From an optimization exercise on the open Yosys and OpenROAD flow, aimed at small area; shortcuts taken in it are not production practice. Where RTL was checked, it was by simulation tests only, not by an equivalence proof against the original. The clock port is modelled as an ideal driver; clocking choices that lean on that would not hold on a real chip. No activity file was given, so power comes from the tool's default toggle rates.

==> flow/design.v <==
module i2c_master #(
 parameter [15:0]  p_DIV = 16'd500
) (
 input                           i_rst_n
,input                           i_local_clk
,input                           i_start
,input         [8:0]             i_req_num
,input         [7:0]             i_device_addr
,input         [7:0]             i_reg_addr
,input         [7:0]             i_wr_data
,output                          o_wr_done
,output        [7:0]             o_rd_data
,output                          o_rd_valid
,output                          o_busy
,output        [7:0]             o_reg_addr
,output        [7:0]             o_ack_erro
,output                          o_erro_valid
,output                          o_scl
,input                           i_sda
,output                          o_sda
);
localparam [1:0] K_SPEC = 2'b00;
localparam [1:0] K_BIT  = 2'b01;
localparam [1:0] K_ACK  = 2'b10;
localparam [1:0] K_STOP = 2'b11;
localparam [1:0] P_DEV  = 2'b00;
localparam [1:0] P_REG  = 2'b01;
localparam [1:0] P_DATA = 2'b10;
localparam [1:0] P_DEVR = 2'b11;
localparam [3:0] S_IDLE   = 4'b0000;
localparam [3:0] S_START  = 4'b0001;
localparam [3:0] S_START2 = 4'b0011;
reg    [3:0]     r_st     ;
reg    [6:0]     r_q      ;
reg    [1:0]     r_p      ;
reg    [2:0]     r_bit    ;
reg    [8:0]     r_cnt    ;
reg    [7:0]     r_rd_data;
reg              r_scl    ;
reg              r_sda    ;
wire   [1:0] w_k = r_st[3:2];
wire   [1:0] w_ph = r_st[1:0];
wire   w_rd    = i_device_addr[0];
wire   w_qend  = (r_q == 7'b1010000);   
wire   w_q0    = (r_q == 7'd0);
wire   w_e499  = w_qend & (r_p == 2'd3);
wire   w_d0    = w_q0 & (r_p == 2'd0);
wire   w_last  = (i_req_num == r_cnt);
wire   w_idle  = (r_st == S_IDLE);
wire   w_dtack = (r_st == {K_ACK, P_DATA});
wire   w_nack  = i_sda & ~((w_ph == P_DATA) & w_rd);
assign o_busy       = ~w_idle;
assign o_scl        = r_scl;
assign o_sda        = r_sda;
assign o_rd_data    = r_rd_data;
assign o_reg_addr   = i_reg_addr + r_cnt[7:0];
assign o_rd_valid   = w_dtack & w_rd & w_d0;
assign o_wr_done    = w_dtack & ~w_rd & w_q0 & (r_p == 2'd3) & ~i_sda;
assign o_erro_valid = w_d0 & (w_k == K_STOP) & ((w_ph != P_DATA) | (~w_rd & i_sda));
assign o_ack_erro   = {4'd0, w_ph == 2'd3, w_ph == 2'd2, w_ph == 2'd1, w_ph == 2'd0};
always @(posedge i_local_clk) begin
	if(w_idle) begin
		r_q <= {6'd0, i_start};
		r_p <= 'd0;
	end else if(w_qend) begin
		r_q <= 'd0;
		r_p <= r_p + 1'b1;
	end else
		r_q <= {r_q[5:0], ~(r_q[6] ^ r_q[5])};
end
always @(posedge i_local_clk) begin
	if(w_k != K_BIT)
		r_bit <= 'd0;
	else if(w_e499)
		r_bit <= r_bit + 1'b1;
end
always @(posedge i_local_clk) begin
	if(w_idle)
		r_cnt <= 'd0;
	else if(w_dtack & w_d0)
		r_cnt <= r_cnt + 1'b1;
end
always @(posedge i_local_clk) begin
	if(w_e499)
		r_rd_data <= {r_rd_data[6:0], i_sda};
end
reg w_bit;
always @(*) begin
	case(w_ph)
		P_DEV:   w_bit = i_device_addr[~r_bit] & (r_bit != 3'd7);
		P_REG:   w_bit = i_reg_addr[~r_bit];
		P_DATA:  w_bit = i_wr_data[~r_bit] | w_rd;
		default: w_bit = i_device_addr[~r_bit];
	endcase
end
always @(posedge i_local_clk or negedge i_rst_n) begin
	if(~i_rst_n)
		r_sda <= 1'b1;
	else if(r_st == S_START)
		r_sda <= (r_p == 2'd0);
	else if(r_st == S_START2)
		r_sda <= ~r_p[1];
	else if(w_qend) case(r_p)
		2'd0: case(w_k)
			K_BIT:   r_sda <= w_bit;
			K_ACK:   r_sda <= ~((w_ph == P_DATA) & w_rd) | w_last;
			K_STOP:  r_sda <= 1'b0;
			default: r_sda <= 1'b1;
		endcase
		2'd2: if(w_k == K_STOP) r_sda <= 1'b1;
		default: ;
	endcase
end
always @(posedge i_local_clk or negedge i_rst_n) begin
	if(~i_rst_n)
		r_scl <= 1'b1;
	else case(r_st)
		S_IDLE:   r_scl <= 1'b1;
		S_START:  r_scl <= ~r_p[1];
		S_START2: r_scl <= r_p[1] ^ r_p[0];
		default:  r_scl <= r_p[1];
	endcase
end
always @(posedge i_local_clk or negedge i_rst_n) begin
	if(~i_rst_n)
		r_st <= S_IDLE;
	else if(w_idle) begin
		if(i_start) r_st <= S_START;
	end else if(w_e499) case(w_k)
		K_SPEC:  r_st <= (r_st == S_START) ? {K_BIT, P_DEV} : {K_BIT, P_DEVR};
		K_BIT:   if(r_bit == 3'd7) r_st <= {K_ACK, w_ph};
		K_ACK:
			if(w_nack)
				r_st <= {K_STOP, w_ph};
			else case(w_ph)
				P_DEV:   r_st <= {K_BIT, P_REG};
				P_REG:   r_st <= w_rd ? S_START2 : {K_BIT, P_DATA};
				P_DATA:  r_st <= w_last ? {K_STOP, P_DATA} : {K_BIT, P_DATA};
				default: r_st <= {K_BIT, P_DATA};
			endcase
		default: r_st <= S_IDLE;
	endcase
end
endmodule
clock: 5.0 ns
lec_check: 0
cap_margin: 20
core_margin: 2
core_utilization: 40
place_density: 0.6
slew_margin: 20
standard.sh (not shown) runs the stock make flow with config.mk's settings and CLKGATE_MAP_FILE= SYNTH_SCRIPT=/design/flow/synth_recipe.tcl, a recipe that flattens the netlist after the stock synthesis.
==> flow/flow/run.sh <==
#!/bin/bash
# Standard layout with three changes to how it is made:
#  - synthesis maps the logic with an area-oriented ABC script
#    (flow/abc_area.script) in place of ORFS's speed script; everything else
#    in the standard flow's synthesis script (synth_recipe.tcl) is kept as it is;
#  - the port buffers are made from the smallest buffer cell;
#  - non-critical gates are downsized after global routing.
set -euo pipefail
here=$(pwd)
{
  echo "proc abc {args} {"
  echo "  set i [lsearch \$args -script]"
  echo "  lset args [expr {\$i + 1}] $here/flow/abc_area.script"
  echo "  yosys abc {*}\$args"
  echo "}"
  cat synth_recipe.tcl
} > synth_area.tcl
export BUFFER_PORTS_ARGS="-buffer_cell sky130_fd_sc_hd__buf_1"
export RECOVER_POWER=100
bash standard.sh SYNTH_SCRIPT=$here/synth_area.tcl finish > standard.log 2>&1
==> flow/flow/abc_area.script <==
&get -n
&st
&dch -f
&nf -R 1000 -p
&put
topo
dnsize -c
Next try:
--- a/flow/design.v
+++ b/flow/design.v
@@ -68,10 +68,10 @@
 	end else
 		r_q <= {r_q[5:0], ~(r_q[6] ^ r_q[5])};
 end
-always @(posedge i_local_clk) begin
-	if(w_k != K_BIT)
+always @(posedge i_local_clk or negedge i_rst_n) begin
+	if(~i_rst_n)
 		r_bit <= 'd0;
-	else if(w_e499)
+	else if((w_k == K_BIT) & w_e499)
 		r_bit <= r_bit + 1'b1;
 end
 always @(posedge i_local_clk) begin
The changed run finished clean.
Total power is lower by 5.0%.
Area after synthesis is higher by 1.4%.
Cell count is lower by 1.4%.
Final area is higher by 1.1%.
Wire length is higher by 6.2%.
Fmax is lower by 1.5%.

Setup of run A:
i2c_master, a different RTL version from the one above (not shown whole).
For scale: ~180 cells after synthesis, about 35 flip-flops, roughly 67 I/O pins.
==> module i2c_master, before the edit <==
module i2c_master #(
 parameter [15:0]  p_DIV = 16'd500
) (
 input                           i_rst_n
,input                           i_local_clk
,input                           i_start
,input         [8:0]             i_req_num
,input         [7:0]             i_device_addr
,input         [7:0]             i_reg_addr
,input         [7:0]             i_wr_data
,output                          o_wr_done
,output        [7:0]             o_rd_data
,output                          o_rd_valid
,output                          o_busy
,output        [7:0]             o_reg_addr
,output        [7:0]             o_ack_erro
,output                          o_erro_valid
,output                          o_scl
,input                           i_sda
,output                          o_sda
);
localparam [1:0] K_SPEC = 2'b00;
localparam [1:0] K_BIT  = 2'b01;
localparam [1:0] K_ACK  = 2'b10;
localparam [1:0] K_STOP = 2'b11;
localparam [1:0] P_DEV  = 2'b00;
localparam [1:0] P_REG  = 2'b01;
localparam [1:0] P_DATA = 2'b10;
localparam [1:0] P_DEVR = 2'b11;
localparam [3:0] S_IDLE   = {K_SPEC, 2'b00};
localparam [3:0] S_START  = {K_SPEC, 2'b01};
localparam [3:0] S_START2 = {K_SPEC, 2'b11};
reg    [3:0]     r_st     ;
reg    [6:0]     r_q      ;
reg    [1:0]     r_p      ;
reg    [2:0]     r_bit    ;
reg    [8:0]     r_cnt    ;
reg    [7:0]     r_rd_data;
reg              r_scl    ;
reg              r_sda    ;
wire   [1:0] w_k = r_st[3:2];
wire   [1:0] w_ph = r_st[1:0];
wire   w_rd    = i_device_addr[0];
wire   w_qend  = (r_q == 7'b1010000);   
wire   w_q0    = (r_q == 7'd0);
wire   w_e499  = w_qend & (r_p == 2'd3);
wire   w_d0    = w_q0 & (r_p == 2'd0);
wire   w_last  = (i_req_num == r_cnt);
wire   w_idle  = (r_st == S_IDLE);
wire   w_dtack = (r_st == {K_ACK, P_DATA});
wire   w_nack  = i_sda & ~((w_ph == P_DATA) & w_rd);
assign o_busy       = ~w_idle;
assign o_scl        = r_scl;
assign o_sda        = r_sda;
assign o_rd_data    = r_rd_data;
reg    [7:0] w_ra_c;
integer i;
always @(*) begin
	w_ra_c[0] = 1'b0;
	for(i = 0; i < 7; i = i + 1)
		w_ra_c[i+1] = (i_reg_addr[i] & r_cnt[i]) | ((i_reg_addr[i] ^ r_cnt[i]) & w_ra_c[i]);
end
assign o_reg_addr   = i_reg_addr ^ r_cnt[7:0] ^ w_ra_c;
reg    [8:0] w_cnt_c;
integer j;
always @(*) begin
	w_cnt_c[0] = w_dtack & w_d0;
	for(j = 0; j < 8; j = j + 1)
		w_cnt_c[j+1] = r_cnt[j] & w_cnt_c[j];
end
assign o_rd_valid   = w_dtack & w_rd & w_d0;
assign o_wr_done    = w_dtack & ~w_rd & w_q0 & (r_p == 2'd3) & ~i_sda;
assign o_erro_valid = w_d0 & (w_k == K_STOP) & ((w_ph != P_DATA) | (~w_rd & i_sda));
assign o_ack_erro   = {4'd0, w_ph == P_DEVR, w_ph == P_DATA, w_ph == P_REG, w_ph == P_DEV};
always @(posedge i_local_clk) begin
	if(w_idle) begin
		r_q <= {6'd0, i_start};
		r_p <= 'd0;
	end else if(w_qend) begin
		r_q <= 'd0;
		r_p <= {r_p[1] ^ r_p[0], ~r_p[0]};
	end else
		r_q <= {r_q[5:0], ~(r_q[6] ^ r_q[5])};
end
always @(posedge i_local_clk) begin
	if(w_k != K_BIT)
		r_bit <= 'd0;
	else if(w_e499)
		r_bit <= {r_bit[2] ^ (r_bit[1] & r_bit[0]), r_bit[1] ^ r_bit[0], ~r_bit[0]};
end
always @(posedge i_local_clk) begin
	if(w_idle)
		r_cnt <= 'd0;
	else
		r_cnt <= r_cnt ^ w_cnt_c;
end
always @(posedge i_local_clk) begin
	if(w_e499)
		r_rd_data <= {r_rd_data[6:0], i_sda};
end
reg w_bit;
always @(*) begin
	case(w_ph)
		P_DEV:   w_bit = i_device_addr[~r_bit] & (r_bit != 3'd7);
		P_REG:   w_bit = i_reg_addr[~r_bit];
		P_DATA:  w_bit = i_wr_data[~r_bit] | w_rd;
		default: w_bit = i_device_addr[~r_bit];
	endcase
end
always @(posedge i_local_clk or negedge i_rst_n) begin
	if(~i_rst_n)
		r_sda <= 1'b1;
	else if(r_st == S_START)
		r_sda <= (r_p == 2'd0);
	else if(r_st == S_START2)
		r_sda <= ~r_p[1];
	else if(w_qend) case(r_p)
		2'd0: case(w_k)
			K_BIT:   r_sda <= w_bit;
			K_ACK:   r_sda <= ~((w_ph == P_DATA) & w_rd) | w_last;
			K_STOP:  r_sda <= 1'b0;
			default: r_sda <= 1'b1;
		endcase
		2'd2: if(w_k == K_STOP) r_sda <= 1'b1;
		default: ;
	endcase
end
always @(posedge i_local_clk or negedge i_rst_n) begin
	if(~i_rst_n)
		r_scl <= 1'b1;
	else case(r_st)
		S_IDLE:   r_scl <= 1'b1;
		S_START:  r_scl <= ~r_p[1];
		S_START2: r_scl <= r_p[1] ^ r_p[0];
		default:  r_scl <= r_p[1];
	endcase
end
always @(posedge i_local_clk or negedge i_rst_n) begin
	if(~i_rst_n)
		r_st <= S_IDLE;
	else if(w_idle) begin
		if(i_start) r_st <= S_START;
	end else if(w_e499) case(w_k)
		K_SPEC:  r_st <= (r_st == S_START) ? {K_BIT, P_DEV} : {K_BIT, P_DEVR};
		K_BIT:   if(r_bit == 3'd7) r_st <= {K_ACK, w_ph};
		K_ACK:
			if(w_nack)
				r_st <= {K_STOP, w_ph};
			else case(w_ph)
				P_DEV:   r_st <= {K_BIT, P_REG};
				P_REG:   r_st <= w_rd ? S_START2 : {K_BIT, P_DATA};
				P_DATA:  r_st <= w_last ? {K_STOP, P_DATA} : {K_BIT, P_DATA};
				default: r_st <= {K_BIT, P_DATA};
			endcase
		default: r_st <= S_IDLE;
	endcase
end
endmodule
clock: 5.0 ns
lec_check: 0
cap_margin: 20
core_margin: 2
core_utilization: 40
place_density: 0.6
slew_margin: 20
==> flow/flow/run.sh <==
#!/bin/bash
# Standard layout with four changes to how it is made:
#  - synthesis maps the logic with an area-oriented ABC script
#    (flow/abc_area.script) in place of ORFS's speed script; everything else
#    in the standard flow's synthesis script (synth_recipe.tcl) is kept as it is;
#  - the port buffers are made from the smallest buffer cell;
#  - the clock tree is built by flow/clktree.tcl (a balanced two-level tree
#    of five buffers) just before ORFS's CTS step;
#  - non-critical gates are downsized after global routing.
# Each tool's output is in standard.log (and ORFS's own logs under orfs/).
set -euo pipefail
here=$(pwd)
{
  echo "proc abc {args} {"
  echo "  set i [lsearch \$args -script]"
  echo "  lset args [expr {\$i + 1}] $here/flow/abc_area.script"
  echo "  yosys abc {*}\$args"
  echo "}"
  cat synth_recipe.tcl
} > synth_area.tcl
export BUFFER_PORTS_ARGS="-buffer_cell sky130_fd_sc_hd__buf_1"
export PRE_CTS_TCL=$here/flow/clktree.tcl
export RECOVER_POWER=100
bash standard.sh SYNTH_SCRIPT=$here/synth_area.tcl finish > standard.log 2>&1
Scripts as last shown in full above: flow/flow/abc_area.script
Other scripts of this flow, unchanged in this note and not shown: flow/flow/clktree.tcl
#### Input delta (run B over run A)
--- a/flow/design.v
+++ b/flow/design.v
@@ -75,21 +75,21 @@
 always @(posedge i_local_clk) begin
 	if(w_idle) begin
 		r_q <= {6'd0, i_start};
 		r_p <= 'd0;
 	end else if(w_qend) begin
 		r_q <= 'd0;
-		r_p <= {r_p[1] ^ r_p[0], ~r_p[0]};
+		r_p <= r_p + 1'b1;
 	end else
 		r_q <= {r_q[5:0], ~(r_q[6] ^ r_q[5])};
 end
 always @(posedge i_local_clk) begin
 	if(w_k != K_BIT)
 		r_bit <= 'd0;
 	else if(w_e499)
-		r_bit <= {r_bit[2] ^ (r_bit[1] & r_bit[0]), r_bit[1] ^ r_bit[0], ~r_bit[0]};
+		r_bit <= r_bit + 1'b1;
 end
 always @(posedge i_local_clk) begin
 	if(w_idle)
 		r_cnt <= 'd0;
 	else
 		r_cnt <= r_cnt ^ w_cnt_c;
--- outcome ---
The run showing the greater critical path depth is run B. The higher sequential share of layout area came out of run A. [compare] base=run A new=run B: worst voltage drop across the vdd grid increased 0.032 mV, simple-gate share of the synthesized area picked up an extra 0.46 points, setup slack decreased by 0.042 ns relative to the old numbers. Layout inverter count without the clock tree delta for run B relative to run A: 1 higher.
Function not checked in run B: the RTL went through the layout flow alone.

Setup of lane 3:
Starting RTL as in the previous note.
clock: 5.0 ns
lec_check: 0
cap_margin: 20
core_margin: 2
core_utilization: 40
place_density: 0.6
slew_margin: 20
==> flow/flow/run.sh <==
#!/bin/bash
# Standard layout with four changes to how it is made:
#  - synthesis maps the logic with an area-oriented ABC script
#    (flow/abc_area.script) in place of ORFS's speed script; everything else
#    in the standard flow's synthesis script (synth_recipe.tcl) is kept as it is;
#  - the port buffers are made from the smallest buffer cell;
#  - the clock tree is built by flow/clktree.tcl (a balanced two-level tree
#    of four buffers) just before ORFS's CTS step;
#  - gates with slack to spare are downsized (flow/recover.tcl) just before
#    global routing, ahead of ORFS's post-route repair of slew and load.
# Each tool's output is in standard.log (and ORFS's own logs under orfs/).
set -euo pipefail
here=$(pwd)
{
  echo "proc abc {args} {"
  echo "  set i [lsearch \$args -script]"
  echo "  lset args [expr {\$i + 1}] $here/flow/abc_area.script"
  echo "  yosys abc {*}\$args"
  echo "}"
  cat synth_recipe.tcl
} > synth_area.tcl
export BUFFER_PORTS_ARGS="-buffer_cell sky130_fd_sc_hd__buf_1"
export PRE_CTS_TCL=$here/flow/clktree.tcl
export PRE_GLOBAL_ROUTE_TCL=$here/flow/recover.tcl
bash standard.sh SYNTH_SCRIPT=$here/synth_area.tcl finish > standard.log 2>&1
Scripts as last shown in full above: flow/flow/abc_area.script
Other scripts of this flow, unchanged in this note and not shown: flow/flow/clktree.tcl, flow/flow/recover.tcl
What lane 2 does differently from lane 3 at the input level:
diff --git a/flow/design.v b/flow/design.v
--- a/flow/design.v
+++ b/flow/design.v
@@ -52,23 +52,9 @@
 assign o_busy       = ~w_idle;
 assign o_scl        = r_scl;
 assign o_sda        = r_sda;
 assign o_rd_data    = r_rd_data;
-reg    [7:0] w_ra_c;
-integer i;
-always @(*) begin
-	w_ra_c[0] = 1'b0;
-	for(i = 0; i < 7; i = i + 1)
-		w_ra_c[i+1] = (i_reg_addr[i] & r_cnt[i]) | ((i_reg_addr[i] ^ r_cnt[i]) & w_ra_c[i]);
-end
-assign o_reg_addr   = i_reg_addr ^ r_cnt[7:0] ^ w_ra_c;
-reg    [8:0] w_cnt_c;
-integer j;
-always @(*) begin
-	w_cnt_c[0] = w_dtack & w_d0;
-	for(j = 0; j < 8; j = j + 1)
-		w_cnt_c[j+1] = r_cnt[j] & w_cnt_c[j];
-end
+assign o_reg_addr   = i_reg_addr + r_cnt[7:0];
 assign o_rd_valid   = w_dtack & w_rd & w_d0;
 assign o_wr_done    = w_dtack & ~w_rd & w_q0 & (r_p == 2'd3) & ~i_sda;
 assign o_erro_valid = w_d0 & (w_k == K_STOP) & ((w_ph != P_DATA) | (~w_rd & i_sda));
 assign o_ack_erro   = {4'd0, w_ph == P_DEVR, w_ph == P_DATA, w_ph == P_REG, w_ph == P_DEV};
@@ -77,23 +63,23 @@
 		r_q <= {6'd0, i_start};
 		r_p <= 'd0;
 	end else if(w_qend) begin
 		r_q <= 'd0;
-		r_p <= {r_p[1] ^ r_p[0], ~r_p[0]};
+		r_p <= r_p + 1'b1;
 	end else
 		r_q <= {r_q[5:0], ~(r_q[6] ^ r_q[5])};
 end
 always @(posedge i_local_clk) begin
 	if(w_k != K_BIT)
 		r_bit <= 'd0;
 	else if(w_e499)
-		r_bit <= {r_bit[2] ^ (r_bit[1] & r_bit[0]), r_bit[1] ^ r_bit[0], ~r_bit[0]};
+		r_bit <= r_bit + 1'b1;
 end
 always @(posedge i_local_clk) begin
 	if(w_idle)
 		r_cnt <= 'd0;
-	else
-		r_cnt <= r_cnt ^ w_cnt_c;
+	else if(w_dtack & w_d0)
+		r_cnt <= r_cnt + 1'b1;
 end
 always @(posedge i_local_clk) begin
 	if(w_e499)
 		r_rd_data <= {r_rd_data[6:0], i_sda};
Synthesis-to-layout area growth was lower in the run labelled lane 2.
Lane 2 ended with less clock network fraction of design power than lane 3.
Lane 2: done, clean on timing, DRC and antenna
On global-route met2 utilization: between lane 3 and lane 2, it ends up lower for lane 3.
Relative to lane 3, horizontal extent of the die increased by 1.5 µm in lane 2.
Delta(wire length on met1, lane 2 - lane 3) > 0
Sort lane 3 and lane 2 by least setup slack across all paths after layout, ascending, and lane 3 comes first.
In lane 2, the total vias in the final route came out about 14% above the value in lane 3.

==> afterwards: timing with drivers on the ports <==
Ports are ideal in the flow. The routed layouts listed here were re-timed in OpenROAD.
Step 1, drivers: a clkbuf_16 drives i_local_clk and a buf_2 each remaining input, both assumed.
Step 2 times the ports against the registers' clock, not the clock port: input delays grow and output delays shrink by t, the midpoint of the rising clock arrivals with the driver on.
a / b / c = ideal ports / drivers / drivers and shift; a / b = the first two.
run | shift t [ns] | setup slack, ns | worst register clock-pin slew, ns
the first run of note 1 | 0.307 | 1.319 / 1.296 / 1.296 | 0.07 / 0.07
the second run of note 1 | 0.315 | 1.261 / 1.241 / 1.241 | 0.08 / 0.08
run A | 0.374 | 0.164 / 0.142 / 0.142 | 0.11 / 0.11
run B | 0.349 | 0.121 / 0.100 / 0.100 | 0.10 / 0.10
lane 3 | 0.355 | 0.165 / 0.143 / 0.143 | 0.08 / 0.08
lane 2 | 0.346 | 1.319 / 1.296 / 1.296 | 0.08 / 0.08
After both steps setup and hold are still met in every run listed.
